From an optimization exercise on the open Yosys and OpenROAD flow, aimed at small area; shortcuts taken in it are not production practice.
Where RTL was checked, it was by simulation tests only, not by an equivalence proof against the original.
The RTL of run 2 was laid out without a check of its function.

## flow/design.v (module list and top-level ports; edited modules follow where they fit)
// module pipelined_cordic: 669 lines
// module fa1: 4 lines
// module ha1: 4 lines
module pipelined_cordic(
    input Clk, Rst,
    input signed [15:0] x_in, y_in,
    output signed [15:0] magnitude,
    output signed [15:0] angle
);
  // ...
==> flow/flow/run.sh <==
#!/bin/bash
# Standard layout; the port buffers use the smallest buffer cell and the
# clock tree is built without dummy loads.
set -euo pipefail
export BUFFER_PORTS_ARGS="-buffer_cell sky130_fd_sc_hd__buf_1"
export CTS_ARGS="-sink_clustering_enable -repair_clock_nets -sink_clustering_size 10 -sink_clustering_max_diameter 50 -buf_list sky130_fd_sc_hd__clkbuf_4 -dont_use_dummy_load"
bash standard.sh > standard.log 2>&1
==> flow/standard.sh <==
#!/bin/bash
# synth_recipe.tcl (not shown) runs the flow's synth.tcl, then flattens the netlist and writes it again
# the make line also repeats each setting of config.mk as NAME=value (left out here)
make -C /OpenROAD-flow-scripts/flow DESIGN_CONFIG=/design/flow/config.mk WORK_HOME=/design/flow/orfs CLKGATE_MAP_FILE= SYNTH_SCRIPT=/design/flow/synth_recipe.tcl "${@:-finish}"
==> flow/config.mk <==
export PLATFORM = sky130hd
export DESIGN_NAME = pipelined_cordic
export DESIGN_NICKNAME = pipelined_cordic
export VERILOG_FILES = /design/flow/design.v
export SDC_FILE = /design/flow/constraint.sdc
export NUM_CORES = 4
export LEC_CHECK = 0
export CAP_MARGIN = 20
export CORE_MARGIN = 2
export CORE_UTILIZATION = 55
export PLACE_DENSITY = 0.7
export SLEW_MARGIN = 20
export SYNTH_HIERARCHICAL = 1
export SYNTH_MINIMUM_KEEP_SIZE = 0
==> flow/constraint.sdc <==
create_clock -name core_clock -period 4.5 [get_ports {Clk}]
set_input_delay 0.9000 -clock core_clock [delete_from_list [all_inputs] [get_ports {Clk}]]
set_output_delay 0.9000 -clock core_clock [all_outputs]
set_load 0.01 [all_outputs]
==> metrics.md, run 1 <==
| Metric | Value |
|---|---|
| Die Area | `38000 sq um` |
| M3 GR Usage | `3.92%` |
| R2r worst-path depth | `12` |
| Metal-1 WL | `10700 microns` |
| RePlAce Congestion | `0.852` |
| Final Max Tran Viols | `0` |
| Die H | `195 microns` |
| Hpwl dp | `20200 microns` |
| Initial antenna violation count | `2` |
| FMAX | `0.231 GHz` |
| WP buf/inv | `0` |
| Tcrit/Tclk final | `96.4%` |
| Met1 Use GR | `17.5%` |
| #FFs+latches synth | `549` |
| Setup violators final | `0` |
| Status | `complete, no violations` |
| Layout Skew | `0.0883 ns` |
| Yosys top cell area share | `51.2%` |
| Max-cap violation count | `0` |
| Clock latency on the worst-skew pair | `0.72 ns` |
| Relative slew margins | `53.7%` |
| Total CTS buffers | `66` |
| Die Wd | `195 microns` |
| Critical path depth | `12` |
| FF-to-FF setup slack | `0.16 ns` |
| Filler Cell Count | `2851` |
| Met3 WL post-DR | `1020 microns` |
==> inputs of run 2 (changes only) <==
--- a/flow/design.v
+++ b/flow/design.v
@@ -28,31 +28,35 @@
 reg [9:0] y7;
 reg [6:0] d7;
 reg [14:0] x8;
 reg [8:0] y8;
 reg [7:0] d8;
 reg [14:0] x9;
 reg [7:0] y9;
 reg [8:0] d9;
-reg [14:0] x10;  
+reg [14:0] x10;
 reg [6:0] y10;
 reg [9:0] d10;
 reg [14:0] x11;  
 reg [5:0] y11;
 reg [10:0] d11;
+reg cy11;  
 reg [14:0] x12;  
 reg [5:0] y12;
 reg [11:0] d12;
+reg cy12;  
 reg [14:0] x13;  
 reg [4:0] y13;
 reg [12:0] d13;
+reg cy13;  
 wire [14:0] x14;  
 wire [4:0] y14;
 wire [13:0] d14;
+wire cy14;  
 reg [14:0] x15; reg [14:0] d15; reg s15;
 always @(posedge Clk) begin
     x0 <= x_in[14:0];
     y0 <= y_in;
 end
 wire s0 = y0[15];
 wire ns0 = ~s0;
 wire [14:0] u0 = y0[14:0] ^ {15{s0}};
@@ -362,210 +366,230 @@
 wire [9:0] z6 = y6[9:0] ^ {10{~y6[10]}};
 wire [3:0] u6 = ~z6[9:6];
 wire f_253_s, f_253_c; fa1 f_253 (.a(x6[0]), .b(u6[0]), .c(s6), .s(f_253_s), .co(f_253_c));
 wire f_254_s, f_254_c; fa1 f_254 (.a(x6[1]), .b(u6[1]), .c(f_253_c), .s(f_254_s), .co(f_254_c));
 wire f_255_s, f_255_c; fa1 f_255 (.a(x6[2]), .b(u6[2]), .c(f_254_c), .s(f_255_s), .co(f_255_c));
 wire f_256_s, f_256_c; fa1 f_256 (.a(x6[3]), .b(u6[3]), .c(f_255_c), .s(f_256_s), .co(f_256_c));
 wire h_257_s, h_257_c; ha1 h_257 (.a(x6[4]), .b(f_256_c), .s(h_257_s), .co(h_257_c));
 wire h_258_s, h_258_c; ha1 h_258 (.a(x6[5]), .b(h_257_c), .s(h_258_s), .co(h_258_c));
-wire h_259_s, h_259_c; ha1 h_259 (.a(x6[6]), .b(h_258_c), .s(h_259_s), .co(h_259_c));
-wire h_260_s, h_260_c; ha1 h_260 (.a(x6[7]), .b(h_259_c), .s(h_260_s), .co(h_260_c));
-wire q_261 = x6[8] ^ h_260_c;
-wire q_262 = x6[9] ^ (h_260_c & x6[8]);
-wire r_263 = x6[8] & x6[9];
-wire q_264 = x6[10] ^ (h_260_c & r_263);
-wire r_265 = r_263 & x6[10];
-wire q_266 = x6[11] ^ (h_260_c & r_265);
-wire r_267 = r_265 & x6[11];
-wire q_268 = x6[12] ^ (h_260_c & r_267);
-wire r_269 = r_267 & x6[12];
-wire q_270 = x6[13] ^ (h_260_c & r_269);
-wire r_271 = r_269 & x6[13];
-wire q_272 = x6[14] ^ (h_260_c & r_271);
-wire [14:0] xn6 = {q_272, q_270, q_268, q_266, q_264, q_262, q_261, h_260_s, h_259_s, h_258_s, h_257_s, f_256_s, f_255_s, f_254_s, f_253_s};
-wire h_273_s, h_273_c; ha1 h_273 (.a(z6[0]), .b(x6[6]), .s(h_273_s), .co(h_273_c));
-wire f_274_s, f_274_c; fa1 f_274 (.a(z6[1]), .b(x6[7]), .c(h_273_c), .s(f_274_s), .co(f_274_c));
-wire f_275_s, f_275_c; fa1 f_275 (.a(z6[2]), .b(x6[8]), .c(f_274_c), .s(f_275_s), .co(f_275_c));
-wire f_276_s, f_276_c; fa1 f_276 (.a(z6[3]), .b(x6[9]), .c(f_275_c), .s(f_276_s), .co(f_276_c));
-wire f_277_s, f_277_c; fa1 f_277 (.a(z6[4]), .b(x6[10]), .c(f_276_c), .s(f_277_s), .co(f_277_c));
-wire f_278_s, f_278_c; fa1 f_278 (.a(z6[5]), .b(x6[11]), .c(f_277_c), .s(f_278_s), .co(f_278_c));
-wire f_279_s, f_279_c; fa1 f_279 (.a(z6[6]), .b(x6[12]), .c(f_278_c), .s(f_279_s), .co(f_279_c));
-wire f_280_s, f_280_c; fa1 f_280 (.a(z6[7]), .b(x6[13]), .c(f_279_c), .s(f_280_s), .co(f_280_c));
-wire f_281_s, f_281_c; fa1 f_281 (.a(z6[8]), .b(x6[14]), .c(f_280_c), .s(f_281_s), .co(f_281_c));
-wire x_282 = z6[9] ^ f_281_c;
-wire [9:0] yn6 = {x_282, f_281_s, f_280_s, f_279_s, f_278_s, f_277_s, f_276_s, f_275_s, f_274_s, h_273_s};
+wire q_259 = x6[6] ^ h_258_c;
+wire q_260 = x6[7] ^ (h_258_c & x6[6]);
+wire r_261 = x6[6] & x6[7];
+wire q_262 = x6[8] ^ (h_258_c & r_261);
+wire r_263 = r_261 & x6[8];
+wire q_264 = x6[9] ^ (h_258_c & r_263);
+wire r_265 = r_263 & x6[9];
+wire q_266 = x6[10] ^ (h_258_c & r_265);
+wire r_267 = r_265 & x6[10];
+wire q_268 = x6[11] ^ (h_258_c & r_267);
+wire r_269 = r_267 & x6[11];
+wire q_270 = x6[12] ^ (h_258_c & r_269);
+wire r_271 = r_269 & x6[12];
+wire q_272 = x6[13] ^ (h_258_c & r_271);
+wire r_273 = r_271 & x6[13];
+wire q_274 = x6[14] ^ (h_258_c & r_273);
+wire [14:0] xn6 = {q_274, q_272, q_270, q_268, q_266, q_264, q_262, q_260, q_259, h_258_s, h_257_s, f_256_s, f_255_s, f_254_s, f_253_s};
+wire h_275_s, h_275_c; ha1 h_275 (.a(z6[0]), .b(x6[6]), .s(h_275_s), .co(h_275_c));
+wire f_276_s, f_276_c; fa1 f_276 (.a(z6[1]), .b(x6[7]), .c(h_275_c), .s(f_276_s), .co(f_276_c));
+wire f_277_s, f_277_c; fa1 f_277 (.a(z6[2]), .b(x6[8]), .c(f_276_c), .s(f_277_s), .co(f_277_c));
+wire f_278_s, f_278_c; fa1 f_278 (.a(z6[3]), .b(x6[9]), .c(f_277_c), .s(f_278_s), .co(f_278_c));
+wire f_279_s, f_279_c; fa1 f_279 (.a(z6[4]), .b(x6[10]), .c(f_278_c), .s(f_279_s), .co(f_279_c));
+wire f_280_s, f_280_c; fa1 f_280 (.a(z6[5]), .b(x6[11]), .c(f_279_c), .s(f_280_s), .co(f_280_c));
+wire f_281_s, f_281_c; fa1 f_281 (.a(z6[6]), .b(x6[12]), .c(f_280_c), .s(f_281_s), .co(f_281_c));
+wire f_282_s, f_282_c; fa1 f_282 (.a(z6[7]), .b(x6[13]), .c(f_281_c), .s(f_282_s), .co(f_282_c));
+wire f_283_s, f_283_c; fa1 f_283 (.a(z6[8]), .b(x6[14]), .c(f_282_c), .s(f_283_s), .co(f_283_c));
+wire x_284 = z6[9] ^ f_283_c;
+wire [9:0] yn6 = {x_284, f_283_s, f_282_s, f_281_s, f_280_s, f_279_s, f_278_s, f_277_s, f_276_s, h_275_s};
 wire [6:0] dn6 = {ns6, d6};
 wire ns7 = ~(y7[9] ^ d7[6]);
 wire s7 = ~ns7;
 wire [8:0] z7 = y7[8:0] ^ {9{~y7[9]}};
 wire [1:0] u7 = ~z7[8:7];
-wire f_283_s, f_283_c; fa1 f_283 (.a(x7[0]), .b(u7[0]), .c(s7), .s(f_283_s), .co(f_283_c));
-wire f_284_s, f_284_c; fa1 f_284 (.a(x7[1]), .b(u7[1]), .c(f_283_c), .s(f_284_s), .co(f_284_c));
-wire h_285_s, h_285_c; ha1 h_285 (.a(x7[2]), .b(f_284_c), .s(h_285_s), .co(h_285_c));
-wire h_286_s, h_286_c; ha1 h_286 (.a(x7[3]), .b(h_285_c), .s(h_286_s), .co(h_286_c));
-wire h_287_s, h_287_c; ha1 h_287 (.a(x7[4]), .b(h_286_c), .s(h_287_s), .co(h_287_c));
-wire h_288_s, h_288_c; ha1 h_288 (.a(x7[5]), .b(h_287_c), .s(h_288_s), .co(h_288_c));
-wire h_289_s, h_289_c; ha1 h_289 (.a(x7[6]), .b(h_288_c), .s(h_289_s), .co(h_289_c));
-wire h_290_s, h_290_c; ha1 h_290 (.a(x7[7]), .b(h_289_c), .s(h_290_s), .co(h_290_c));
-wire h_291_s, h_291_c; ha1 h_291 (.a(x7[8]), .b(h_290_c), .s(h_291_s), .co(h_291_c));
-wire q_292 = x7[9] ^ h_291_c;
-wire q_293 = x7[10] ^ (h_291_c & x7[9]);
-wire r_294 = x7[9] & x7[10];
-wire q_295 = x7[11] ^ (h_291_c & r_294);
-wire r_296 = r_294 & x7[11];
-wire q_297 = x7[12] ^ (h_291_c & r_296);
-wire r_298 = r_296 & x7[12];
-wire q_299 = x7[13] ^ (h_291_c & r_298);
-wire r_300 = r_298 & x7[13];
-wire q_301 = x7[14] ^ (h_291_c & r_300);
-wire [14:0] xn7 = {q_301, q_299, q_297, q_295, q_293, q_292, h_291_s, h_290_s, h_289_s, h_288_s, h_287_s, h_286_s, h_285_s, f_284_s, f_283_s};
-wire h_302_s, h_302_c; ha1 h_302 (.a(z7[0]), .b(x7[7]), .s(h_302_s), .co(h_302_c));
-wire f_303_s, f_303_c; fa1 f_303 (.a(z7[1]), .b(x7[8]), .c(h_302_c), .s(f_303_s), .co(f_303_c));
-wire f_304_s, f_304_c; fa1 f_304 (.a(z7[2]), .b(x7[9]), .c(f_303_c), .s(f_304_s), .co(f_304_c));
-wire f_305_s, f_305_c; fa1 f_305 (.a(z7[3]), .b(x7[10]), .c(f_304_c), .s(f_305_s), .co(f_305_c));
-wire f_306_s, f_306_c; fa1 f_306 (.a(z7[4]), .b(x7[11]), .c(f_305_c), .s(f_306_s), .co(f_306_c));
-wire f_307_s, f_307_c; fa1 f_307 (.a(z7[5]), .b(x7[12]), .c(f_306_c), .s(f_307_s), .co(f_307_c));
-wire f_308_s, f_308_c; fa1 f_308 (.a(z7[6]), .b(x7[13]), .c(f_307_c), .s(f_308_s), .co(f_308_c));
-wire f_309_s, f_309_c; fa1 f_309 (.a(z7[7]), .b(x7[14]), .c(f_308_c), .s(f_309_s), .co(f_309_c));
-wire x_310 = z7[8] ^ f_309_c;
-wire [8:0] yn7 = {x_310, f_309_s, f_308_s, f_307_s, f_306_s, f_305_s, f_304_s, f_303_s, h_302_s};
+wire f_285_s, f_285_c; fa1 f_285 (.a(x7[0]), .b(u7[0]), .c(s7), .s(f_285_s), .co(f_285_c));
+wire f_286_s, f_286_c; fa1 f_286 (.a(x7[1]), .b(u7[1]), .c(f_285_c), .s(f_286_s), .co(f_286_c));
+wire h_287_s, h_287_c; ha1 h_287 (.a(x7[2]), .b(f_286_c), .s(h_287_s), .co(h_287_c));
+wire h_288_s, h_288_c; ha1 h_288 (.a(x7[3]), .b(h_287_c), .s(h_288_s), .co(h_288_c));
+wire h_289_s, h_289_c; ha1 h_289 (.a(x7[4]), .b(h_288_c), .s(h_289_s), .co(h_289_c));
+wire h_290_s, h_290_c; ha1 h_290 (.a(x7[5]), .b(h_289_c), .s(h_290_s), .co(h_290_c));
+wire q_291 = x7[6] ^ h_290_c;
+wire q_292 = x7[7] ^ (h_290_c & x7[6]);
+wire r_293 = x7[6] & x7[7];
+wire q_294 = x7[8] ^ (h_290_c & r_293);
+wire r_295 = r_293 & x7[8];
+wire q_296 = x7[9] ^ (h_290_c & r_295);
+wire r_297 = r_295 & x7[9];
+wire q_298 = x7[10] ^ (h_290_c & r_297);
+wire r_299 = r_297 & x7[10];
+wire q_300 = x7[11] ^ (h_290_c & r_299);
+wire r_301 = r_299 & x7[11];
+wire q_302 = x7[12] ^ (h_290_c & r_301);
+wire r_303 = r_301 & x7[12];
+wire q_304 = x7[13] ^ (h_290_c & r_303);
+wire r_305 = r_303 & x7[13];
+wire q_306 = x7[14] ^ (h_290_c & r_305);
+wire [14:0] xn7 = {q_306, q_304, q_302, q_300, q_298, q_296, q_294, q_292, q_291, h_290_s, h_289_s, h_288_s, h_287_s, f_286_s, f_285_s};
+wire h_307_s, h_307_c; ha1 h_307 (.a(z7[0]), .b(x7[7]), .s(h_307_s), .co(h_307_c));
+wire f_308_s, f_308_c; fa1 f_308 (.a(z7[1]), .b(x7[8]), .c(h_307_c), .s(f_308_s), .co(f_308_c));
+wire f_309_s, f_309_c; fa1 f_309 (.a(z7[2]), .b(x7[9]), .c(f_308_c), .s(f_309_s), .co(f_309_c));
+wire f_310_s, f_310_c; fa1 f_310 (.a(z7[3]), .b(x7[10]), .c(f_309_c), .s(f_310_s), .co(f_310_c));
+wire f_311_s, f_311_c; fa1 f_311 (.a(z7[4]), .b(x7[11]), .c(f_310_c), .s(f_311_s), .co(f_311_c));
+wire f_312_s, f_312_c; fa1 f_312 (.a(z7[5]), .b(x7[12]), .c(f_311_c), .s(f_312_s), .co(f_312_c));
+wire f_313_s, f_313_c; fa1 f_313 (.a(z7[6]), .b(x7[13]), .c(f_312_c), .s(f_313_s), .co(f_313_c));
+wire f_314_s, f_314_c; fa1 f_314 (.a(z7[7]), .b(x7[14]), .c(f_313_c), .s(f_314_s), .co(f_314_c));
+wire x_315 = z7[8] ^ f_314_c;
+wire [8:0] yn7 = {x_315, f_314_s, f_313_s, f_312_s, f_311_s, f_310_s, f_309_s, f_308_s, h_307_s};
 wire [7:0] dn7 = {ns7, d7};
 wire ns8 = ~(y8[8] ^ d8[7]);
 wire s8 = ~ns8;
 wire [7:0] z8 = y8[7:0] ^ {8{~y8[8]}};
-wire h_311_s, h_311_c; ha1 h_311 (.a(x8[0]), .b(s8), .s(h_311_s), .co(h_311_c));
-wire h_312_s, h_312_c; ha1 h_312 (.a(x8[1]), .b(h_311_c), .s(h_312_s), .co(h_312_c));
-wire h_313_s, h_313_c; ha1 h_313 (.a(x8[2]), .b(h_312_c), .s(h_313_s), .co(h_313_c));
-wire h_314_s, h_314_c; ha1 h_314 (.a(x8[3]), .b(h_313_c), .s(h_314_s), .co(h_314_c));
-wire h_315_s, h_315_c; ha1 h_315 (.a(x8[4]), .b(h_314_c), .s(h_315_s), .co(h_315_c));
-wire h_316_s, h_316_c; ha1 h_316 (.a(x8[5]), .b(h_315_c), .s(h_316_s), .co(h_316_c));
-wire h_317_s, h_317_c; ha1 h_317 (.a(x8[6]), .b(h_316_c), .s(h_317_s), .co(h_317_c));
-wire h_318_s, h_318_c; ha1 h_318 (.a(x8[7]), .b(h_317_c), .s(h_318_s), .co(h_318_c));
-wire h_319_s, h_319_c; ha1 h_319 (.a(x8[8]), .b(h_318_c), .s(h_319_s), .co(h_319_c));
-wire h_320_s, h_320_c; ha1 h_320 (.a(x8[9]), .b(h_319_c), .s(h_320_s), .co(h_320_c));
-wire h_321_s, h_321_c; ha1 h_321 (.a(x8[10]), .b(h_320_c), .s(h_321_s), .co(h_321_c));
-wire h_322_s, h_322_c; ha1 h_322 (.a(x8[11]), .b(h_321_c), .s(h_322_s), .co(h_322_c));
-wire h_323_s, h_323_c; ha1 h_323 (.a(x8[12]), .b(h_322_c), .s(h_323_s), .co(h_323_c));
-wire h_324_s, h_324_c; ha1 h_324 (.a(x8[13]), .b(h_323_c), .s(h_324_s), .co(h_324_c));
-wire x_325 = x8[14] ^ h_324_c;
-wire [14:0] xn8 = {x_325, h_324_s, h_323_s, h_322_s, h_321_s, h_320_s, h_319_s, h_318_s, h_317_s, h_316_s, h_315_s, h_314_s, h_313_s, h_312_s, h_311_s};
-wire h_326_s, h_326_c; ha1 h_326 (.a(z8[0]), .b(x8[8]), .s(h_326_s), .co(h_326_c));
-wire f_327_s, f_327_c; fa1 f_327 (.a(z8[1]), .b(x8[9]), .c(h_326_c), .s(f_327_s), .co(f_327_c));
-wire f_328_s, f_328_c; fa1 f_328 (.a(z8[2]), .b(x8[10]), .c(f_327_c), .s(f_328_s), .co(f_328_c));
-wire f_329_s, f_329_c; fa1 f_329 (.a(z8[3]), .b(x8[11]), .c(f_328_c), .s(f_329_s), .co(f_329_c));
-wire f_330_s, f_330_c; fa1 f_330 (.a(z8[4]), .b(x8[12]), .c(f_329_c), .s(f_330_s), .co(f_330_c));
-wire f_331_s, f_331_c; fa1 f_331 (.a(z8[5]), .b(x8[13]), .c(f_330_c), .s(f_331_s), .co(f_331_c));
-wire f_332_s, f_332_c; fa1 f_332 (.a(z8[6]), .b(x8[14]), .c(f_331_c), .s(f_332_s), .co(f_332_c));
-wire x_333 = z8[7] ^ f_332_c;
-wire [7:0] yn8 = {x_333, f_332_s, f_331_s, f_330_s, f_329_s, f_328_s, f_327_s, h_326_s};
+wire h_316_s, h_316_c; ha1 h_316 (.a(x8[0]), .b(s8), .s(h_316_s), .co(h_316_c));
+wire h_317_s, h_317_c; ha1 h_317 (.a(x8[1]), .b(h_316_c), .s(h_317_s), .co(h_317_c));
+wire h_318_s, h_318_c; ha1 h_318 (.a(x8[2]), .b(h_317_c), .s(h_318_s), .co(h_318_c));
+wire h_319_s, h_319_c; ha1 h_319 (.a(x8[3]), .b(h_318_c), .s(h_319_s), .co(h_319_c));
+wire h_320_s, h_320_c; ha1 h_320 (.a(x8[4]), .b(h_319_c), .s(h_320_s), .co(h_320_c));
+wire h_321_s, h_321_c; ha1 h_321 (.a(x8[5]), .b(h_320_c), .s(h_321_s), .co(h_321_c));
+wire h_322_s, h_322_c; ha1 h_322 (.a(x8[6]), .b(h_321_c), .s(h_322_s), .co(h_322_c));
+wire h_323_s, h_323_c; ha1 h_323 (.a(x8[7]), .b(h_322_c), .s(h_323_s), .co(h_323_c));
+wire h_324_s, h_324_c; ha1 h_324 (.a(x8[8]), .b(h_323_c), .s(h_324_s), .co(h_324_c));
+wire h_325_s, h_325_c; ha1 h_325 (.a(x8[9]), .b(h_324_c), .s(h_325_s), .co(h_325_c));
+wire h_326_s, h_326_c; ha1 h_326 (.a(x8[10]), .b(h_325_c), .s(h_326_s), .co(h_326_c));
+wire h_327_s, h_327_c; ha1 h_327 (.a(x8[11]), .b(h_326_c), .s(h_327_s), .co(h_327_c));
+wire h_328_s, h_328_c; ha1 h_328 (.a(x8[12]), .b(h_327_c), .s(h_328_s), .co(h_328_c));
+wire h_329_s, h_329_c; ha1 h_329 (.a(x8[13]), .b(h_328_c), .s(h_329_s), .co(h_329_c));
+wire x_330 = x8[14] ^ h_329_c;
+wire [14:0] xn8 = {x_330, h_329_s, h_328_s, h_327_s, h_326_s, h_325_s, h_324_s, h_323_s, h_322_s, h_321_s, h_320_s, h_319_s, h_318_s, h_317_s, h_316_s};
+wire h_331_s, h_331_c; ha1 h_331 (.a(z8[0]), .b(x8[8]), .s(h_331_s), .co(h_331_c));
+wire f_332_s, f_332_c; fa1 f_332 (.a(z8[1]), .b(x8[9]), .c(h_331_c), .s(f_332_s), .co(f_332_c));
+wire f_333_s, f_333_c; fa1 f_333 (.a(z8[2]), .b(x8[10]), .c(f_332_c), .s(f_333_s), .co(f_333_c));
+wire f_334_s, f_334_c; fa1 f_334 (.a(z8[3]), .b(x8[11]), .c(f_333_c), .s(f_334_s), .co(f_334_c));
+wire f_335_s, f_335_c; fa1 f_335 (.a(z8[4]), .b(x8[12]), .c(f_334_c), .s(f_335_s), .co(f_335_c));
+wire f_336_s, f_336_c; fa1 f_336 (.a(z8[5]), .b(x8[13]), .c(f_335_c), .s(f_336_s), .co(f_336_c));
+wire f_337_s, f_337_c; fa1 f_337 (.a(z8[6]), .b(x8[14]), .c(f_336_c), .s(f_337_s), .co(f_337_c));
+wire x_338 = z8[7] ^ f_337_c;
+wire [7:0] yn8 = {x_338, f_337_s, f_336_s, f_335_s, f_334_s, f_333_s, f_332_s, h_331_s};
 wire [8:0] dn8 = {ns8, d8};
 wire ns9 = ~(y9[7] ^ d9[8]);
 wire s9 = ~ns9;
 wire [6:0] z9 = y9[6:0] ^ {7{~y9[7]}};
-wire [14:0] xn9 = x9;
-wire h_334_s, h_334_c; ha1 h_334 (.a(z9[0]), .b(x9[9]), .s(h_334_s), .co(h_334_c));
-wire f_335_s, f_335_c; fa1 f_335 (.a(z9[1]), .b(x9[10]), .c(h_334_c), .s(f_335_s), .co(f_335_c));
-wire f_336_s, f_336_c; fa1 f_336 (.a(z9[2]), .b(x9[11]), .c(f_335_c), .s(f_336_s), .co(f_336_c));
-wire f_337_s, f_337_c; fa1 f_337 (.a(z9[3]), .b(x9[12]), .c(f_336_c), .s(f_337_s), .co(f_337_c));
-wire f_338_s, f_338_c; fa1 f_338 (.a(z9[4]), .b(x9[13]), .c(f_337_c), .s(f_338_s), .co(f_338_c));
-wire f_339_s, f_339_c; fa1 f_339 (.a(z9[5]), .b(x9[14]), .c(f_338_c), .s(f_339_s), .co(f_339_c));
-wire x_340 = z9[6] ^ f_339_c;
-wire [6:0] yn9 = {x_340, f_339_s, f_338_s, f_337_s, f_336_s, f_335_s, h_334_s};
+wire h_339_s, h_339_c; ha1 h_339 (.a(x9[0]), .b(s9), .s(h_339_s), .co(h_339_c));
+wire h_340_s, h_340_c; ha1 h_340 (.a(x9[1]), .b(h_339_c), .s(h_340_s), .co(h_340_c));
+wire h_341_s, h_341_c; ha1 h_341 (.a(x9[2]), .b(h_340_c), .s(h_341_s), .co(h_341_c));
+wire h_342_s, h_342_c; ha1 h_342 (.a(x9[3]), .b(h_341_c), .s(h_342_s), .co(h_342_c));
+wire h_343_s, h_343_c; ha1 h_343 (.a(x9[4]), .b(h_342_c), .s(h_343_s), .co(h_343_c));
+wire h_344_s, h_344_c; ha1 h_344 (.a(x9[5]), .b(h_343_c), .s(h_344_s), .co(h_344_c));
+wire h_345_s, h_345_c; ha1 h_345 (.a(x9[6]), .b(h_344_c), .s(h_345_s), .co(h_345_c));
+wire h_346_s, h_346_c; ha1 h_346 (.a(x9[7]), .b(h_345_c), .s(h_346_s), .co(h_346_c));
+wire h_347_s, h_347_c; ha1 h_347 (.a(x9[8]), .b(h_346_c), .s(h_347_s), .co(h_347_c));
+wire h_348_s, h_348_c; ha1 h_348 (.a(x9[9]), .b(h_347_c), .s(h_348_s), .co(h_348_c));
+wire h_349_s, h_349_c; ha1 h_349 (.a(x9[10]), .b(h_348_c), .s(h_349_s), .co(h_349_c));
+wire h_350_s, h_350_c; ha1 h_350 (.a(x9[11]), .b(h_349_c), .s(h_350_s), .co(h_350_c));
+wire h_351_s, h_351_c; ha1 h_351 (.a(x9[12]), .b(h_350_c), .s(h_351_s), .co(h_351_c));
+wire h_352_s, h_352_c; ha1 h_352 (.a(x9[13]), .b(h_351_c), .s(h_352_s), .co(h_352_c));
+wire x_353 = x9[14] ^ h_352_c;
+wire [14:0] xn9 = {x_353, h_352_s, h_351_s, h_350_s, h_349_s, h_348_s, h_347_s, h_346_s, h_345_s, h_344_s, h_343_s, h_342_s, h_341_s, h_340_s, h_339_s};
+wire h_354_s, h_354_c; ha1 h_354 (.a(z9[0]), .b(x9[9]), .s(h_354_s), .co(h_354_c));
+wire f_355_s, f_355_c; fa1 f_355 (.a(z9[1]), .b(x9[10]), .c(h_354_c), .s(f_355_s), .co(f_355_c));
+wire f_356_s, f_356_c; fa1 f_356 (.a(z9[2]), .b(x9[11]), .c(f_355_c), .s(f_356_s), .co(f_356_c));
+wire f_357_s, f_357_c; fa1 f_357 (.a(z9[3]), .b(x9[12]), .c(f_356_c), .s(f_357_s), .co(f_357_c));
+wire f_358_s, f_358_c; fa1 f_358 (.a(z9[4]), .b(x9[13]), .c(f_357_c), .s(f_358_s), .co(f_358_c));
+wire f_359_s, f_359_c; fa1 f_359 (.a(z9[5]), .b(x9[14]), .c(f_358_c), .s(f_359_s), .co(f_359_c));
+wire x_360 = z9[6] ^ f_359_c;
+wire [6:0] yn9 = {x_360, f_359_s, f_358_s, f_357_s, f_356_s, f_355_s, h_354_s};
 wire [9:0] dn9 = {ns9, d9};
 wire ns10 = ~(y10[6] ^ d10[9]);
 wire s10 = ~ns10;
 wire [5:0] z10 = y10[5:0] ^ {6{~y10[6]}};
 wire [14:0] xn10 = x10;
-wire [3:0] c10 = 4'd0 + {3'd0,~d10[9]};
-wire [3:0] t10 = {1'b0, x10[2:0]} + c10;
-wire cy10 = (&x10[9:3]) & t10[3];
-wire f_341_s, f_341_c; fa1 f_341 (.a(z10[0]), .b(x10[10]), .c(cy10), .s(f_341_s), .co(f_341_c));
-wire f_342_s, f_342_c; fa1 f_342 (.a(z10[1]), .b(x10[11]), .c(f_341_c), .s(f_342_s), .co(f_342_c));
-wire f_343_s, f_343_c; fa1 f_343 (.a(z10[2]), .b(x10[12]), .c(f_342_c), .s(f_343_s), .co(f_343_c));
-wire f_344_s, f_344_c; fa1 f_344 (.a(z10[3]), .b(x10[13]), .c(f_343_c), .s(f_344_s), .co(f_344_c));
-wire f_345_s, f_345_c; fa1 f_345 (.a(z10[4]), .b(x10[14]), .c(f_344_c), .s(f_345_s), .co(f_345_c));
-wire x_346 = z10[5] ^ f_345_c;
-wire [5:0] yn10 = {x_346, f_345_s, f_344_s, f_343_s, f_342_s, f_341_s};
+wire [2:0] c10 = 3'd0;
+wire [11:0] t0_10 = {1'b0, x10[10:0]} + {9'd0, c10};
+wire [11:0] t1_10 = {1'b0, x10[10:0]} + {9'd0, c10} + 1'b1;
+wire cyn10 = s10 ? t1_10[11] : t0_10[11];
+wire h_361_s, h_361_c; ha1 h_361 (.a(z10[0]), .b(x10[10]), .s(h_361_s), .co(h_361_c));
+wire f_362_s, f_362_c; fa1 f_362 (.a(z10[1]), .b(x10[11]), .c(h_361_c), .s(f_362_s), .co(f_362_c));
+wire f_363_s, f_363_c; fa1 f_363 (.a(z10[2]), .b(x10[12]), .c(f_362_c), .s(f_363_s), .co(f_363_c));
+wire f_364_s, f_364_c; fa1 f_364 (.a(z10[3]), .b(x10[13]), .c(f_363_c), .s(f_364_s), .co(f_364_c));
+wire f_365_s, f_365_c; fa1 f_365 (.a(z10[4]), .b(x10[14]), .c(f_364_c), .s(f_365_s), .co(f_365_c));
+wire x_366 = z10[5] ^ f_365_c;
+wire [5:0] yn10 = {x_366, f_365_s, f_364_s, f_363_s, f_362_s, h_361_s};
 wire [10:0] dn10 = {ns10, d10};
 wire ns11 = ~(y11[5] ^ d11[10]);
 wire s11 = ~ns11;
 wire [4:0] z11 = y11[4:0] ^ {5{~y11[5]}};
 wire [14:0] xn11 = x11;
-wire [3:0] c11 = 4'd0 + {3'd0,~d11[9]} + {3'd0,~d11[10]};
-wire [3:0] t11 = {1'b0, x11[2:0]} + c11;
-wire cy11 = (&x11[10:3]) & t11[3];
-wire f_347_s, f_347_c; fa1 f_347 (.a(z11[0]), .b(x11[11]), .c(cy11), .s(f_347_s), .co(f_347_c));
-wire f_348_s, f_348_c; fa1 f_348 (.a(z11[1]), .b(x11[12]), .c(f_347_c), .s(f_348_s), .co(f_348_c));
-wire f_349_s, f_349_c; fa1 f_349 (.a(z11[2]), .b(x11[13]), .c(f_348_c), .s(f_349_s), .co(f_349_c));
-wire f_350_s, f_350_c; fa1 f_350 (.a(z11[3]), .b(x11[14]), .c(f_349_c), .s(f_350_s), .co(f_350_c));
-wire h_351_s, h_351_c; ha1 h_351 (.a(z11[4]), .b(f_350_c), .s(h_351_s), .co(h_351_c));
-wire o_352_s = ~h_351_c;
-wire [5:0] yn11 = {o_352_s, h_351_s, f_350_s, f_349_s, f_348_s, f_347_s};
+wire [2:0] c11 = 3'd0 + {2'd0,~d11[10]};
+wire [12:0] t0_11 = {1'b0, x11[11:0]} + {10'd0, c11};
+wire [12:0] t1_11 = {1'b0, x11[11:0]} + {10'd0, c11} + 1'b1;
+wire cyn11 = s11 ? t1_11[12] : t0_11[12];
+wire f_367_s, f_367_c; fa1 f_367 (.a(z11[0]), .b(x11[11]), .c(cy11), .s(f_367_s), .co(f_367_c));
+wire f_368_s, f_368_c; fa1 f_368 (.a(z11[1]), .b(x11[12]), .c(f_367_c), .s(f_368_s), .co(f_368_c));
+wire f_369_s, f_369_c; fa1 f_369 (.a(z11[2]), .b(x11[13]), .c(f_368_c), .s(f_369_s), .co(f_369_c));
+wire f_370_s, f_370_c; fa1 f_370 (.a(z11[3]), .b(x11[14]), .c(f_369_c), .s(f_370_s), .co(f_370_c));
+wire h_371_s, h_371_c; ha1 h_371 (.a(z11[4]), .b(f_370_c), .s(h_371_s), .co(h_371_c));
+wire o_372_s = ~h_371_c;
+wire [5:0] yn11 = {o_372_s, h_371_s, f_370_s, f_369_s, f_368_s, f_367_s};
 wire [11:0] dn11 = {ns11, d11};
 wire ns12 = ~(y12[5] ^ d12[11]);
 wire s12 = ~ns12;
 wire [4:0] z12 = y12[4:0] ^ {5{~y12[5]}};
 wire [14:0] xn12 = x12;
-wire [3:0] c12 = 4'd0 + {3'd0,~d12[9]} + {3'd0,~d12[10]} + {3'd0,~d12[11]};
-wire [3:0] t12 = {1'b0, x12[2:0]} + c12;
-wire cy12 = (&x12[11:3]) & t12[3];
-wire f_353_s, f_353_c; fa1 f_353 (.a(z12[0]), .b(x12[12]), .c(cy12), .s(f_353_s), .co(f_353_c));
-wire f_354_s, f_354_c; fa1 f_354 (.a(z12[1]), .b(x12[13]), .c(f_353_c), .s(f_354_s), .co(f_354_c));
-wire f_355_s, f_355_c; fa1 f_355 (.a(z12[2]), .b(x12[14]), .c(f_354_c), .s(f_355_s), .co(f_355_c));
-wire h_356_s, h_356_c; ha1 h_356 (.a(z12[3]), .b(f_355_c), .s(h_356_s), .co(h_356_c));
-wire x_357 = z12[4] ^ h_356_c;
-wire [4:0] yn12 = {x_357, h_356_s, f_355_s, f_354_s, f_353_s};
+wire [2:0] c12 = 3'd0 + {2'd0,~d12[10]} + {2'd0,~d12[11]};
+wire [13:0] t0_12 = {1'b0, x12[12:0]} + {11'd0, c12};
+wire [13:0] t1_12 = {1'b0, x12[12:0]} + {11'd0, c12} + 1'b1;
+wire cyn12 = s12 ? t1_12[13] : t0_12[13];
+wire f_373_s, f_373_c; fa1 f_373 (.a(z12[0]), .b(x12[12]), .c(cy12), .s(f_373_s), .co(f_373_c));
+wire f_374_s, f_374_c; fa1 f_374 (.a(z12[1]), .b(x12[13]), .c(f_373_c), .s(f_374_s), .co(f_374_c));
+wire f_375_s, f_375_c; fa1 f_375 (.a(z12[2]), .b(x12[14]), .c(f_374_c), .s(f_375_s), .co(f_375_c));
+wire h_376_s, h_376_c; ha1 h_376 (.a(z12[3]), .b(f_375_c), .s(h_376_s), .co(h_376_c));
+wire x_377 = z12[4] ^ h_376_c;
+wire [4:0] yn12 = {x_377, h_376_s, f_375_s, f_374_s, f_373_s};
 wire [12:0] dn12 = {ns12, d12};
 wire ns13 = ~(y13[4] ^ d13[12]);
 wire s13 = ~ns13;
 wire [3:0] z13 = y13[3:0] ^ {4{~y13[4]}};
 wire [14:0] xn13 = x13;
-wire [3:0] c13 = 4'd0 + {3'd0,~d13[9]} + {3'd0,~d13[10]} + {3'd0,~d13[11]} + {3'd0,~d13[12]};
-wire [3:0] t13 = {1'b0, x13[2:0]} + c13;
-wire cy13 = (&x13[12:3]) & t13[3];
-wire f_358_s, f_358_c; fa1 f_358 (.a(z13[0]), .b(x13[13]), .c(cy13), .s(f_358_s), .co(f_358_c));
-wire f_359_s, f_359_c; fa1 f_359 (.a(z13[1]), .b(x13[14]), .c(f_358_c), .s(f_359_s), .co(f_359_c));
-wire h_360_s, h_360_c; ha1 h_360 (.a(z13[2]), .b(f_359_c), .s(h_360_s), .co(h_360_c));
-wire h_361_s, h_361_c; ha1 h_361 (.a(z13[3]), .b(h_360_c), .s(h_361_s), .co(h_361_c));
-wire o_362_s = ~h_361_c;
-wire [4:0] yn13 = {o_362_s, h_361_s, h_360_s, f_359_s, f_358_s};
+wire [2:0] c13 = 3'd0 + {2'd0,~d13[10]} + {2'd0,~d13[11]} + {2'd0,~d13[12]};
+wire [14:0] t0_13 = {1'b0, x13[13:0]} + {12'd0, c13};
+wire [14:0] t1_13 = {1'b0, x13[13:0]} + {12'd0, c13} + 1'b1;
+wire cyn13 = s13 ? t1_13[14] : t0_13[14];
+wire f_378_s, f_378_c; fa1 f_378 (.a(z13[0]), .b(x13[13]), .c(cy13), .s(f_378_s), .co(f_378_c));
+wire f_379_s, f_379_c; fa1 f_379 (.a(z13[1]), .b(x13[14]), .c(f_378_c), .s(f_379_s), .co(f_379_c));
+wire h_380_s, h_380_c; ha1 h_380 (.a(z13[2]), .b(f_379_c), .s(h_380_s), .co(h_380_c));
+wire h_381_s, h_381_c; ha1 h_381 (.a(z13[3]), .b(h_380_c), .s(h_381_s), .co(h_381_c));
+wire o_382_s = ~h_381_c;
+wire [4:0] yn13 = {o_382_s, h_381_s, h_380_s, f_379_s, f_378_s};
 wire [13:0] dn13 = {ns13, d13};
 wire ns14 = ~(y14[4] ^ d14[13]);
 wire s14 = ~ns14;
 wire [3:0] z14 = y14[3:0] ^ {4{~y14[4]}};
 wire [14:0] xn14 = x14;
-wire [3:0] c14 = 4'd0 + {3'd0,~d14[9]} + {3'd0,~d14[10]} + {3'd0,~d14[11]} + {3'd0,~d14[12]};
-wire [3:0] t14 = {1'b0, x14[2:0]} + c14;
-wire [3:0] tp14 = {1'b0, x14[2:0]} + c14 + 4'd1;
-wire cy14 = (&x14[13:3]) & (d14[13] ? t14[3] : tp14[3]);
-wire f_363_s, f_363_c; fa1 f_363 (.a(z14[0]), .b(x14[14]), .c(cy14), .s(f_363_s), .co(f_363_c));
-wire h_364_s, h_364_c; ha1 h_364 (.a(z14[1]), .b(f_363_c), .s(h_364_s), .co(h_364_c));
-wire h_365_s, h_365_c; ha1 h_365 (.a(z14[2]), .b(h_364_c), .s(h_365_s), .co(h_365_c));
-wire h_366_s, h_366_c; ha1 h_366 (.a(z14[3]), .b(h_365_c), .s(h_366_s), .co(h_366_c));
-wire o_367_s = ~h_366_c;
-wire [4:0] yn14 = {o_367_s, h_366_s, h_365_s, h_364_s, f_363_s};
+wire f_383_s, f_383_c; fa1 f_383 (.a(z14[0]), .b(x14[14]), .c(cy14), .s(f_383_s), .co(f_383_c));
+wire h_384_s, h_384_c; ha1 h_384 (.a(z14[1]), .b(f_383_c), .s(h_384_s), .co(h_384_c));
+wire h_385_s, h_385_c; ha1 h_385 (.a(z14[2]), .b(h_384_c), .s(h_385_s), .co(h_385_c));
+wire h_386_s, h_386_c; ha1 h_386 (.a(z14[3]), .b(h_385_c), .s(h_386_s), .co(h_386_c));
+wire o_387_s = ~h_386_c;
+wire [4:0] yn14 = {o_387_s, h_386_s, h_385_s, h_384_s, f_383_s};
 wire [14:0] dn14 = {ns14, d14};
 always @(posedge Clk) begin
     x1 <= xn0; y1 <= yn0; d1 <= dn0;
     x2 <= xn1; y2 <= yn1; d2 <= dn1;
     x3 <= xn2; y3 <= yn2; d3 <= dn2;
     x4 <= xn3; y4 <= yn3; d4 <= dn3;
     x5 <= xn4; y5 <= yn4; d5 <= dn4;
     x6 <= xn5; y6 <= yn5; d6 <= dn5;
     x7 <= xn6; y7 <= yn6; d7 <= dn6;
     x8 <= xn7; y8 <= yn7; d8 <= dn7;
     x9 <= xn8; y9 <= yn8; d9 <= dn8;
     x10 <= xn9; y10 <= yn9; d10 <= dn9;
-    x11 <= xn10; y11 <= yn10; d11 <= dn10;
-    x12 <= xn11; y12 <= yn11; d12 <= dn11;
-    x13 <= xn12; y13 <= yn12; d13 <= dn12;
+    x11 <= xn10; y11 <= yn10; d11 <= dn10; cy11 <= cyn10;
+    x12 <= xn11; y12 <= yn11; d12 <= dn11; cy12 <= cyn11;
+    x13 <= xn12; y13 <= yn12; d13 <= dn12; cy13 <= cyn12;
     x15 <= xn14; d15 <= dn14; s15 <= yn14[4] ^ ns14;
 end
-assign x14 = xn13; assign y14 = yn13; assign d14 = dn13;
+assign x14 = xn13; assign y14 = yn13; assign d14 = dn13; assign cy14 = cyn13;
 wire [15:0] tr;
 assign tr[0] = 1'b1;
 assign tr[1] = (d15[4:0] == 5'd4) | (d15[4:0] == 5'd5) | (d15[4:0] == 5'd6) | (d15[4:0] == 5'd7) | (d15[4:0] == 5'd8) | (d15[4:0] == 5'd9) | (d15[4:0] == 5'd10) | (d15[4:0] == 5'd11) | (d15[4:0] == 5'd20) | (d15[4:0] == 5'd21) | (d15[4:0] == 5'd22) | (d15[4:0] == 5'd23) | (d15[4:0] == 5'd24) | (d15[4:0] == 5'd25) | (d15[4:0] == 5'd26) | (d15[4:0] == 5'd27);
 assign tr[2] = (d15[4:0] == 5'd12) | (d15[4:0] == 5'd13) | (d15[4:0] == 5'd14) | (d15[4:0] == 5'd15) | (d15[4:0] == 5'd16) | (d15[4:0] == 5'd17) | (d15[4:0] == 5'd18) | (d15[4:0] == 5'd19) | (d15[4:0] == 5'd20) | (d15[4:0] == 5'd21) | (d15[4:0] == 5'd22) | (d15[4:0] == 5'd23) | (d15[4:0] == 5'd24) | (d15[4:0] == 5'd25) | (d15[4:0] == 5'd26) | (d15[4:0] == 5'd27);
 assign tr[3] = (d15[4:0] == 5'd1) | (d15[4:0] == 5'd2) | (d15[4:0] == 5'd4) | (d15[4:0] == 5'd7) | (d15[4:0] == 5'd8) | (d15[4:0] == 5'd11) | (d15[4:0] == 5'd13) | (d15[4:0] == 5'd14) | (d15[4:0] == 5'd16) | (d15[4:0] == 5'd19) | (d15[4:0] == 5'd21) | (d15[4:0] == 5'd22) | (d15[4:0] == 5'd25) | (d15[4:0] == 5'd26) | (d15[4:0] == 5'd29) | (d15[4:0] == 5'd30);
 assign tr[4] = (d15[4:0] == 5'd0) | (d15[4:0] == 5'd1) | (d15[4:0] == 5'd3) | (d15[4:0] == 5'd5) | (d15[4:0] == 5'd8) | (d15[4:0] == 5'd10) | (d15[4:0] == 5'd11) | (d15[4:0] == 5'd12) | (d15[4:0] == 5'd13) | (d15[4:0] == 5'd15) | (d15[4:0] == 5'd17) | (d15[4:0] == 5'd22) | (d15[4:0] == 5'd24) | (d15[4:0] == 5'd25) | (d15[4:0] == 5'd27) | (d15[4:0] == 5'd28) | (d15[4:0] == 5'd29) | (d15[4:0] == 5'd31);
 assign tr[5] = (d15[4:0] == 5'd0) | (d15[4:0] == 5'd1) | (d15[4:0] == 5'd6) | (d15[4:0] == 5'd7) | (d15[4:0] == 5'd9) | (d15[4:0] == 5'd10) | (d15[4:0] == 5'd11) | (d15[4:0] == 5'd12) | (d15[4:0] == 5'd13) | (d15[4:0] == 5'd16) | (d15[4:0] == 5'd17) | (d15[4:0] == 5'd23) | (d15[4:0] == 5'd26) | (d15[4:0] == 5'd27) | (d15[4:0] == 5'd28) | (d15[4:0] == 5'd29);
 assign tr[6] = (d15[4:0] == 5'd0) | (d15[4:0] == 5'd1) | (d15[4:0] == 5'd2) | (d15[4:0] == 5'd3) | (d15[4:0] == 5'd4) | (d15[4:0] == 5'd5) | (d15[4:0] == 5'd8) | (d15[4:0] == 5'd9) | (d15[4:0] == 5'd16) | (d15[4:0] == 5'd17) | (d15[4:0] == 5'd18) | (d15[4:0] == 5'd19) | (d15[4:0] == 5'd20) | (d15[4:0] == 5'd21) | (d15[4:0] == 5'd24) | (d15[4:0] == 5'd25);
@@ -573,70 +597,70 @@
 assign tr[8] = (d15[4:0] == 5'd2) | (d15[4:0] == 5'd4) | (d15[4:0] == 5'd6) | (d15[4:0] == 5'd7) | (d15[4:0] == 5'd10) | (d15[4:0] == 5'd12) | (d15[4:0] == 5'd14) | (d15[4:0] == 5'd15) | (d15[4:0] == 5'd18) | (d15[4:0] == 5'd20) | (d15[4:0] == 5'd22) | (d15[4:0] == 5'd23) | (d15[4:0] == 5'd26) | (d15[4:0] == 5'd28) | (d15[4:0] == 5'd30) | (d15[4:0] == 5'd31);
 assign tr[9] = (d15[4:0] == 5'd2) | (d15[4:0] == 5'd4) | (d15[4:0] == 5'd6) | (d15[4:0] == 5'd7) | (d15[4:0] == 5'd10) | (d15[4:0] == 5'd12) | (d15[4:0] == 5'd14) | (d15[4:0] == 5'd15) | (d15[4:0] == 5'd18) | (d15[4:0] == 5'd20) | (d15[4:0] == 5'd22) | (d15[4:0] == 5'd23) | (d15[4:0] == 5'd26) | (d15[4:0] == 5'd28) | (d15[4:0] == 5'd30) | (d15[4:0] == 5'd31);
 assign tr[10] = (d15[4:0] == 5'd1) | (d15[4:0] == 5'd4) | (d15[4:0] == 5'd5) | (d15[4:0] == 5'd7) | (d15[4:0] == 5'd9) | (d15[4:0] == 5'd12) | (d15[4:0] == 5'd13) | (d15[4:0] == 5'd15) | (d15[4:0] == 5'd17) | (d15[4:0] == 5'd20) | (d15[4:0] == 5'd21) | (d15[4:0] == 5'd23) | (d15[4:0] == 5'd25) | (d15[4:0] == 5'd28) | (d15[4:0] == 5'd29) | (d15[4:0] == 5'd31);
 assign tr[11] = (d15[4:0] == 5'd2) | (d15[4:0] == 5'd4) | (d15[4:0] == 5'd6) | (d15[4:0] == 5'd7) | (d15[4:0] == 5'd10) | (d15[4:0] == 5'd12) | (d15[4:0] == 5'd14) | (d15[4:0] == 5'd15) | (d15[4:0] == 5'd16) | (d15[4:0] == 5'd17) | (d15[4:0] == 5'd19) | (d15[4:0] == 5'd21) | (d15[4:0] == 5'd24) | (d15[4:0] == 5'd25) | (d15[4:0] == 5'd27) | (d15[4:0] == 5'd29);
 assign tr[12] = (d15[4:0] == 5'd0) | (d15[4:0] == 5'd1) | (d15[4:0] == 5'd3) | (d15[4:0] == 5'd5) | (d15[4:0] == 5'd10) | (d15[4:0] == 5'd12) | (d15[4:0] == 5'd14) | (d15[4:0] == 5'd15) | (d15[4:0] == 5'd16) | (d15[4:0] == 5'd17) | (d15[4:0] == 5'd18) | (d15[4:0] == 5'd19) | (d15[4:0] == 5'd20) | (d15[4:0] == 5'd21) | (d15[4:0] == 5'd22) | (d15[4:0] == 5'd23);
 assign tr[13] = (d15[4:0] == 5'd1) | (d15[4:0] == 5'd3) | (d15[4:0] == 5'd4) | (d15[4:0] == 5'd6) | (d15[4:0] == 5'd8) | (d15[4:0] == 5'd12) | (d15[4:0] == 5'd13) | (d15[4:0] == 5'd14) | (d15[4:0] == 5'd17) | (d15[4:0] == 5'd19) | (d15[4:0] == 5'd20) | (d15[4:0] == 5'd22) | (d15[4:0] == 5'd24) | (d15[4:0] == 5'd26) | (d15[4:0] == 5'd29) | (d15[4:0] == 5'd31);
 assign tr[14] = (d15[4:0] == 5'd1) | (d15[4:0] == 5'd2) | (d15[4:0] == 5'd6) | (d15[4:0] == 5'd7) | (d15[4:0] == 5'd10) | (d15[4:0] == 5'd11) | (d15[4:0] == 5'd14) | (d15[4:0] == 5'd15) | (d15[4:0] == 5'd17) | (d15[4:0] == 5'd18) | (d15[4:0] == 5'd22) | (d15[4:0] == 5'd23) | (d15[4:0] == 5'd26) | (d15[4:0] == 5'd27) | (d15[4:0] == 5'd28) | (d15[4:0] == 5'd31);
 assign tr[15] = (d15[4:0] == 5'd0) | (d15[4:0] == 5'd1) | (d15[4:0] == 5'd2) | (d15[4:0] == 5'd4) | (d15[4:0] == 5'd6) | (d15[4:0] == 5'd8) | (d15[4:0] == 5'd10) | (d15[4:0] == 5'd12) | (d15[4:0] == 5'd14) | (d15[4:0] == 5'd16) | (d15[4:0] == 5'd17) | (d15[4:0] == 5'd18) | (d15[4:0] == 5'd20) | (d15[4:0] == 5'd22) | (d15[4:0] == 5'd24) | (d15[4:0] == 5'd26) | (d15[4:0] == 5'd28);
-wire [3:0] cf = {3'd0,s15} + {3'd0,~d15[9]} + {3'd0,~d15[10]} + {3'd0,~d15[11]} + {3'd0,~d15[12]} + {3'd0,~d15[13]} + {3'd0,~d15[14]};
-wire h_368_s, h_368_c; ha1 h_368 (.a(x15[0]), .b(cf[0]), .s(h_368_s), .co(h_368_c));
-wire f_369_s, f_369_c; fa1 f_369 (.a(x15[1]), .b(cf[1]), .c(h_368_c), .s(f_369_s), .co(f_369_c));
-wire f_370_s, f_370_c; fa1 f_370 (.a(x15[2]), .b(cf[2]), .c(f_369_c), .s(f_370_s), .co(f_370_c));
-wire f_371_s, f_371_c; fa1 f_371 (.a(x15[3]), .b(cf[3]), .c(f_370_c), .s(f_371_s), .co(f_371_c));
-wire h_372_s, h_372_c; ha1 h_372 (.a(x15[4]), .b(f_371_c), .s(h_372_s), .co(h_372_c));
-wire h_373_s, h_373_c; ha1 h_373 (.a(x15[5]), .b(h_372_c), .s(h_373_s), .co(h_373_c));
-wire q_374 = x15[6] ^ h_373_c;
-wire q_375 = x15[7] ^ (h_373_c & x15[6]);
-wire r_376 = x15[6] & x15[7];
-wire q_377 = x15[8] ^ (h_373_c & r_376);
-wire r_378 = r_376 & x15[8];
-wire q_379 = x15[9] ^ (h_373_c & r_378);
-wire r_380 = r_378 & x15[9];
-wire q_381 = x15[10] ^ (h_373_c & r_380);
-wire r_382 = r_380 & x15[10];
-wire q_383 = x15[11] ^ (h_373_c & r_382);
-wire r_384 = r_382 & x15[11];
-wire q_385 = x15[12] ^ (h_373_c & r_384);
-wire r_386 = r_384 & x15[12];
-wire q_387 = x15[13] ^ (h_373_c & r_386);
-wire r_388 = r_386 & x15[13];
-wire q_389 = x15[14] ^ (h_373_c & r_388);
-wire [14:0] mag_c = {q_389, q_387, q_385, q_383, q_381, q_379, q_377, q_375, q_374, h_373_s, h_372_s, f_371_s, f_370_s, f_369_s, h_368_s};
-wire h_390_s, h_390_c; ha1 h_390 (.a(tr[1]), .b(d15[14]), .s(h_390_s), .co(h_390_c));
-wire f_391_s, f_391_c; fa1 f_391 (.a(tr[2]), .b(d15[13]), .c(h_390_c), .s(f_391_s), .co(f_391_c));
-wire f_392_s, f_392_c; fa1 f_392 (.a(tr[3]), .b(d15[12]), .c(f_391_c), .s(f_392_s), .co(f_392_c));
-wire f_393_s, f_393_c; fa1 f_393 (.a(tr[4]), .b(d15[11]), .c(f_392_c), .s(f_393_s), .co(f_393_c));
-wire f_394_s, f_394_c; fa1 f_394 (.a(tr[5]), .b(d15[10]), .c(f_393_c), .s(f_394_s), .co(f_394_c));
-wire f_395_s, f_395_c; fa1 f_395 (.a(tr[6]), .b(d15[9]), .c(f_394_c), .s(f_395_s), .co(f_395_c));
-wire f_396_s, f_396_c; fa1 f_396 (.a(tr[7]), .b(d15[8]), .c(f_395_c), .s(f_396_s), .co(f_396_c));
-wire h_397_s, h_397_c; ha1 h_397 (.a(tr[8]), .b(d15[7]), .s(h_397_s), .co(h_397_c));
-wire f_398_s, f_398_c; fa1 f_398 (.a(tr[9]), .b(d15[6]), .c(h_397_c), .s(f_398_s), .co(f_398_c));
-wire f_399_s, f_399_c; fa1 f_399 (.a(tr[10]), .b(d15[5]), .c(f_398_c), .s(f_399_s), .co(f_399_c));
-wire h_400_s, h_400_c; ha1 h_400 (.a(tr[11]), .b(f_399_c), .s(h_400_s), .co(h_400_c));
-wire h_401_s, h_401_c; ha1 h_401 (.a(tr[12]), .b(h_400_c), .s(h_401_s), .co(h_401_c));
-wire h_402_s, h_402_c; ha1 h_402 (.a(tr[13]), .b(h_401_c), .s(h_402_s), .co(h_402_c));
-wire h_403_s, h_403_c; ha1 h_403 (.a(tr[14]), .b(h_402_c), .s(h_403_s), .co(h_403_c));
-wire x_404 = tr[15] ^ h_403_c;
-wire q_405 = h_397_s ^ f_396_c;
-wire q_406 = f_398_s ^ (f_396_c & h_397_s);
-wire r_407 = h_397_s & f_398_s;
-wire q_408 = f_399_s ^ (f_396_c & r_407);
-wire r_409 = r_407 & f_399_s;
-wire q_410 = h_400_s ^ (f_396_c & r_409);
-wire r_411 = r_409 & h_400_s;
-wire q_412 = h_401_s ^ (f_396_c & r_411);
-wire r_413 = r_411 & h_401_s;
-wire q_414 = h_402_s ^ (f_396_c & r_413);
-wire r_415 = r_413 & h_402_s;
-wire q_416 = h_403_s ^ (f_396_c & r_415);
-wire r_417 = r_415 & h_403_s;
-wire q_418 = x_404 ^ (f_396_c & r_417);
-wire [15:0] ang_c = {q_418, q_416, q_414, q_412, q_410, q_408, q_406, q_405, f_396_s, f_395_s, f_394_s, f_393_s, f_392_s, f_391_s, h_390_s, tr[0]};
+wire [3:0] cf = {3'd0,s15} + {3'd0,~d15[10]} + {3'd0,~d15[11]} + {3'd0,~d15[12]} + {3'd0,~d15[13]} + {3'd0,~d15[14]};
+wire h_388_s, h_388_c; ha1 h_388 (.a(x15[0]), .b(cf[0]), .s(h_388_s), .co(h_388_c));
+wire f_389_s, f_389_c; fa1 f_389 (.a(x15[1]), .b(cf[1]), .c(h_388_c), .s(f_389_s), .co(f_389_c));
+wire f_390_s, f_390_c; fa1 f_390 (.a(x15[2]), .b(cf[2]), .c(f_389_c), .s(f_390_s), .co(f_390_c));
+wire f_391_s, f_391_c; fa1 f_391 (.a(x15[3]), .b(cf[3]), .c(f_390_c), .s(f_391_s), .co(f_391_c));
+wire h_392_s, h_392_c; ha1 h_392 (.a(x15[4]), .b(f_391_c), .s(h_392_s), .co(h_392_c));
+wire h_393_s, h_393_c; ha1 h_393 (.a(x15[5]), .b(h_392_c), .s(h_393_s), .co(h_393_c));
+wire q_394 = x15[6] ^ h_393_c;
+wire q_395 = x15[7] ^ (h_393_c & x15[6]);
+wire r_396 = x15[6] & x15[7];
+wire q_397 = x15[8] ^ (h_393_c & r_396);
+wire r_398 = r_396 & x15[8];
+wire q_399 = x15[9] ^ (h_393_c & r_398);
+wire r_400 = r_398 & x15[9];
+wire q_401 = x15[10] ^ (h_393_c & r_400);
+wire r_402 = r_400 & x15[10];
+wire q_403 = x15[11] ^ (h_393_c & r_402);
+wire r_404 = r_402 & x15[11];
+wire q_405 = x15[12] ^ (h_393_c & r_404);
+wire r_406 = r_404 & x15[12];
+wire q_407 = x15[13] ^ (h_393_c & r_406);
+wire r_408 = r_406 & x15[13];
+wire q_409 = x15[14] ^ (h_393_c & r_408);
+wire [14:0] mag_c = {q_409, q_407, q_405, q_403, q_401, q_399, q_397, q_395, q_394, h_393_s, h_392_s, f_391_s, f_390_s, f_389_s, h_388_s};
+wire h_410_s, h_410_c; ha1 h_410 (.a(tr[1]), .b(d15[14]), .s(h_410_s), .co(h_410_c));
+wire f_411_s, f_411_c; fa1 f_411 (.a(tr[2]), .b(d15[13]), .c(h_410_c), .s(f_411_s), .co(f_411_c));
+wire f_412_s, f_412_c; fa1 f_412 (.a(tr[3]), .b(d15[12]), .c(f_411_c), .s(f_412_s), .co(f_412_c));
+wire f_413_s, f_413_c; fa1 f_413 (.a(tr[4]), .b(d15[11]), .c(f_412_c), .s(f_413_s), .co(f_413_c));
+wire f_414_s, f_414_c; fa1 f_414 (.a(tr[5]), .b(d15[10]), .c(f_413_c), .s(f_414_s), .co(f_414_c));
+wire f_415_s, f_415_c; fa1 f_415 (.a(tr[6]), .b(d15[9]), .c(f_414_c), .s(f_415_s), .co(f_415_c));
+wire f_416_s, f_416_c; fa1 f_416 (.a(tr[7]), .b(d15[8]), .c(f_415_c), .s(f_416_s), .co(f_416_c));
+wire h_417_s, h_417_c; ha1 h_417 (.a(tr[8]), .b(d15[7]), .s(h_417_s), .co(h_417_c));
+wire f_418_s, f_418_c; fa1 f_418 (.a(tr[9]), .b(d15[6]), .c(h_417_c), .s(f_418_s), .co(f_418_c));
+wire f_419_s, f_419_c; fa1 f_419 (.a(tr[10]), .b(d15[5]), .c(f_418_c), .s(f_419_s), .co(f_419_c));
+wire h_420_s, h_420_c; ha1 h_420 (.a(tr[11]), .b(f_419_c), .s(h_420_s), .co(h_420_c));
+wire h_421_s, h_421_c; ha1 h_421 (.a(tr[12]), .b(h_420_c), .s(h_421_s), .co(h_421_c));
+wire h_422_s, h_422_c; ha1 h_422 (.a(tr[13]), .b(h_421_c), .s(h_422_s), .co(h_422_c));
+wire h_423_s, h_423_c; ha1 h_423 (.a(tr[14]), .b(h_422_c), .s(h_423_s), .co(h_423_c));
+wire x_424 = tr[15] ^ h_423_c;
+wire q_425 = h_417_s ^ f_416_c;
+wire q_426 = f_418_s ^ (f_416_c & h_417_s);
+wire r_427 = h_417_s & f_418_s;
+wire q_428 = f_419_s ^ (f_416_c & r_427);
+wire r_429 = r_427 & f_419_s;
+wire q_430 = h_420_s ^ (f_416_c & r_429);
+wire r_431 = r_429 & h_420_s;
+wire q_432 = h_421_s ^ (f_416_c & r_431);
+wire r_433 = r_431 & h_421_s;
+wire q_434 = h_422_s ^ (f_416_c & r_433);
+wire r_435 = r_433 & h_422_s;
+wire q_436 = h_423_s ^ (f_416_c & r_435);
+wire r_437 = r_435 & h_423_s;
+wire q_438 = x_424 ^ (f_416_c & r_437);
+wire [15:0] ang_c = {q_438, q_436, q_434, q_432, q_430, q_428, q_426, q_425, f_416_s, f_415_s, f_414_s, f_413_s, f_412_s, f_411_s, h_410_s, tr[0]};
 reg [4:0] cnt;
 always @(posedge Clk or posedge Rst) begin
     if (Rst) cnt <= 5'd0;
     else if (!cnt[4]) cnt <= cnt + 5'd1;
 end
 wire [15:0] rom;
 assign rom[0] = (cnt[3:0] == 4'd1) | (cnt[3:0] == 4'd2) | (cnt[3:0] == 4'd3) | (cnt[3:0] == 4'd4) | (cnt[3:0] == 4'd5) | (cnt[3:0] == 4'd6) | (cnt[3:0] == 4'd7) | (cnt[3:0] == 4'd8) | (cnt[3:0] == 4'd9) | (cnt[3:0] == 4'd10) | (cnt[3:0] == 4'd11) | (cnt[3:0] == 4'd13) | (cnt[3:0] == 4'd14) | (cnt[3:0] == 4'd15);
 assign rom[1] = (cnt[3:0] == 4'd2) | (cnt[3:0] == 4'd3) | (cnt[3:0] == 4'd4) | (cnt[3:0] == 4'd5) | (cnt[3:0] == 4'd6) | (cnt[3:0] == 4'd7) | (cnt[3:0] == 4'd8) | (cnt[3:0] == 4'd9) | (cnt[3:0] == 4'd10) | (cnt[3:0] == 4'd12) | (cnt[3:0] == 4'd13) | (cnt[3:0] == 4'd14) | (cnt[3:0] == 4'd15);
==> flow/flow/run.sh (replaced) <==
#!/bin/bash
# Standard layout; the port buffers use the smallest buffer cell and the
# clock tree is built without dummy loads.
set -euo pipefail
export BUFFER_PORTS_ARGS="-buffer_cell sky130_fd_sc_hd__buf_1"
export CTS_ARGS="-sink_clustering_enable -repair_clock_nets -sink_clustering_size 16 -sink_clustering_max_diameter 80 -buf_list sky130_fd_sc_hd__clkbuf_8 -dont_use_dummy_load"
bash standard.sh > standard.log 2>&1
==> flow/config.mk (replaced) <==
export PLATFORM = sky130hd
export DESIGN_NAME = pipelined_cordic
export DESIGN_NICKNAME = pipelined_cordic
export VERILOG_FILES = /design/flow/design.v
export SDC_FILE = /design/flow/constraint.sdc
export NUM_CORES = 4
export LEC_CHECK = 0
export CAP_MARGIN = 20
export CORE_MARGIN = 2
export CORE_UTILIZATION = 40
export CTS_BUF_LIST = sky130_fd_sc_hd__clkbuf_8
export CTS_CLUSTER_DIAMETER = 80
export CTS_CLUSTER_SIZE = 16
export PLACE_DENSITY = 0.6
export SLEW_MARGIN = 20
export SYNTH_HIERARCHICAL = 1
export SYNTH_MINIMUM_KEEP_SIZE = 0
==> run 2 against run 1 <==
  * Still clean on timing, DRC and antenna
  * Clock skew increased by 0.0040 ns
  * Final cell count up 12%
  * Via count rose by 2.3%
  * First-iteration DRC count is 53% higher
  * Cell area increased by 3.5%
  * Critical path type unchanged
  * Highest routed layer unchanged
==> metrics.md, run 2 <==
| Metric | Value |
|---|---|
| Status | `complete, no violations (unchanged)` |
| Tcrit/Tclk final | `96.4% (about the same)` |
| FF-to-FF End | `y6[10] (unchanged)` |
| Top cells by count, synth | `dfxtp_1, fa_1, xnor2_1 (unchanged)` |
| Distinct cells, synth | `51 (was 48)` |
| #FFs+latches synth | `552 (was 549)` |
| Yosys top cell area share | `50.6% (was 51.2%)` |
| Die Area | `52900 sq um (was 38000 sq um)` |
| RePlAce Congestion | `0.793 (was 0.852)` |
| Clock latency on the worst-skew pair | `0.62 ns (was 0.72 ns)` |
| Filler Cell Count | `4579 (was 2851)` |
| Die H | `230 microns (was 195 microns)` |
| Crit path arrival time | `4.79 ns (was 4.94 ns)` |
| FMAX | `0.230 GHz (was 0.231 GHz)` |
| DRC | `0 (unchanged)` |
| Ant diodes | `0 (was 2)` |
| FF-to-FF setup slack | `0.16 ns (about the same)` |
| Hpwl dp | `21500 microns (was 20200 microns)` |
| WS Path Type | `reg2reg (unchanged)` |
| Relative slew margins | `63.6% (was 53.7%)` |
| R2r worst-path depth | `12 (unchanged)` |
| DR iter-0 viols | `288 (was 188)` |
| Initial antenna violation count | `1 (was 2)` |
| Total CTS buffers | `41 (was 66)` |
| Max-cap violation count | `0 (unchanged)` |
| First drt pass iteration count | `4 (unchanged)` |
| Die Wd | `230 microns (was 195 microns)` |
| Average size of a mapped cell | `13.8 sq um (was 14.0 sq um)` |
| Setup violators final | `0 (unchanged)` |
| Cells after synthesis | `1478 (was 1434)` |
| Final Max Tran Viols | `0 (unchanged)` |
| Final worst path period need | `4.34 ns (about the same)` |
| Layout Skew | `0.0923 ns (was 0.0883 ns)` |
## run 2: metal layers
layer,up-vias,wire length (microns),track usage [%]
met2,110,14900,21.8
met5,-,0,0
met1,4695,10600,11.9
met4,0,861,4.50
li1,4799,-,-
met3,58,898,2.06
## run 2: per-module statistics from Yosys, one instance, submodules excluded
module	flops+latches	cell area (sq um)	copies in the design
ha1	0	12.5	75
fa1	0	20.0	183
pipelined_cordic	552	15800	1
## run 2: kinds of logic (layout without fill, tap and decap cells)
family,after synthesis,in the layout,share of synthesized area (%)
other,1,2,0.0184
buffers and inverters,147,244,2.79
adder cells (fa/ha/maj),287,287,24.5
multiplexers,3,3,0.159
AO/OA/AOI/OAI,70,70,2.14
flip-flops,552,552,55.0
AND/OR/NAND/NOR,154,154,4.01
XOR/XNOR,264,264,11.3
## run 2: metrics by stage
stage | setup slack (ns) | instances | cell area, sq um | hold WS [ns] | util, %
finish | 0.160 | 2248 | 22300 | 0.299 | 44.3
global route | 0.00489 | 2248 | 22300 | 0.293 | 44.3
CTS | 0.0117 | 2246 | 22100 | 0.291 | 44.0
detailed placement | -0.0569 | 2204 | 21500 | 0.312 | 42.8
global placement | 0.0278 | 2204 | 21500 | 0.310 | 42.8
floorplan | 0.00140 | 1479 | 20400 | 0.310 | -
## run 2: final cells by class
type,count,area (sq um),share of cell area (%)
sequential,552,11200,50.5
multi-input combinational,780,8730,39.2
tap,672,841,3.78
clock buffer,41,564,2.54
timing repair buffer,92,462,2.07
inverter,111,417,1.87
## run 2: critical path: stages (launching register included)
cell	delay [ns]
dfxtp_2	0.35
xnor2_1	0.13
ha_1	0.21
fa_1	0.38
fa_1	0.39
fa_2	0.35
fa_1	0.39
fa_2	0.35
fa_1	0.38
fa_1	0.39
fa_1	0.39
fa_1	0.39
xnor2_1	0.13
## run 2: how the worst max path moves through the flow
| stage | from | endpoint | slack, ns | cells past startpoint |
|---|---|---|---|---|
| 5_1_grt | y5[11] | x6[13] | 0.005 | 15 |
| 6_report | y5[11] | y6[10] | 0.16 | 12 |
| 3_3_place_gp | y2[14] | y3[13] | 0.03 | 13 |
| 3_5_place_dp | y2[14] | y3[13] | -0.06 | 13 |
| 2_1_floorplan | y4[12] | y5[10] | 0.001 | 14 |
| 4_1_cts | y2[14] | y3[13] | 0.01 | 13 |
## run 2: what timing repair did
item                                    4_1_cts  5_1_grt
endpoints found under the setup margin       10       34
setup buffers                                 1        2
gates resized for setup                       6       32
pin swaps                                     2        3

-- port drivers added, routing unchanged --
The flow's constraints put no driver on any port. The routed layouts listed below were extracted and timed again, unchanged, in two steps.
Step 1, drivers: a clkbuf_16 drives Clk and a buf_2 each remaining input, both assumed.
Step 2 adds t to the input delays and takes it off the output delays; t is the mean of the earliest and latest rising clock arrival at the registers after step 1. Input paths then give back, and output paths get back, about the clock's delay inside the block.
Three values: ideal, step 1, step 2; two values: the first two.
| run | t, ns | setup WS [ns] | worst register clock-pin slew, ns | worst slew at a driven data input, ns |
|---|---|---|---|---|
| run 1 | 0.737 | 0.164 / 0.164 / 0.164 | 0.11 / 0.11 | 0.03 |
| run 2 | 0.627 | 0.160 / 0.160 / 0.160 | 0.10 / 0.10 | 0.03 |
After both steps every run listed still meets setup and hold.
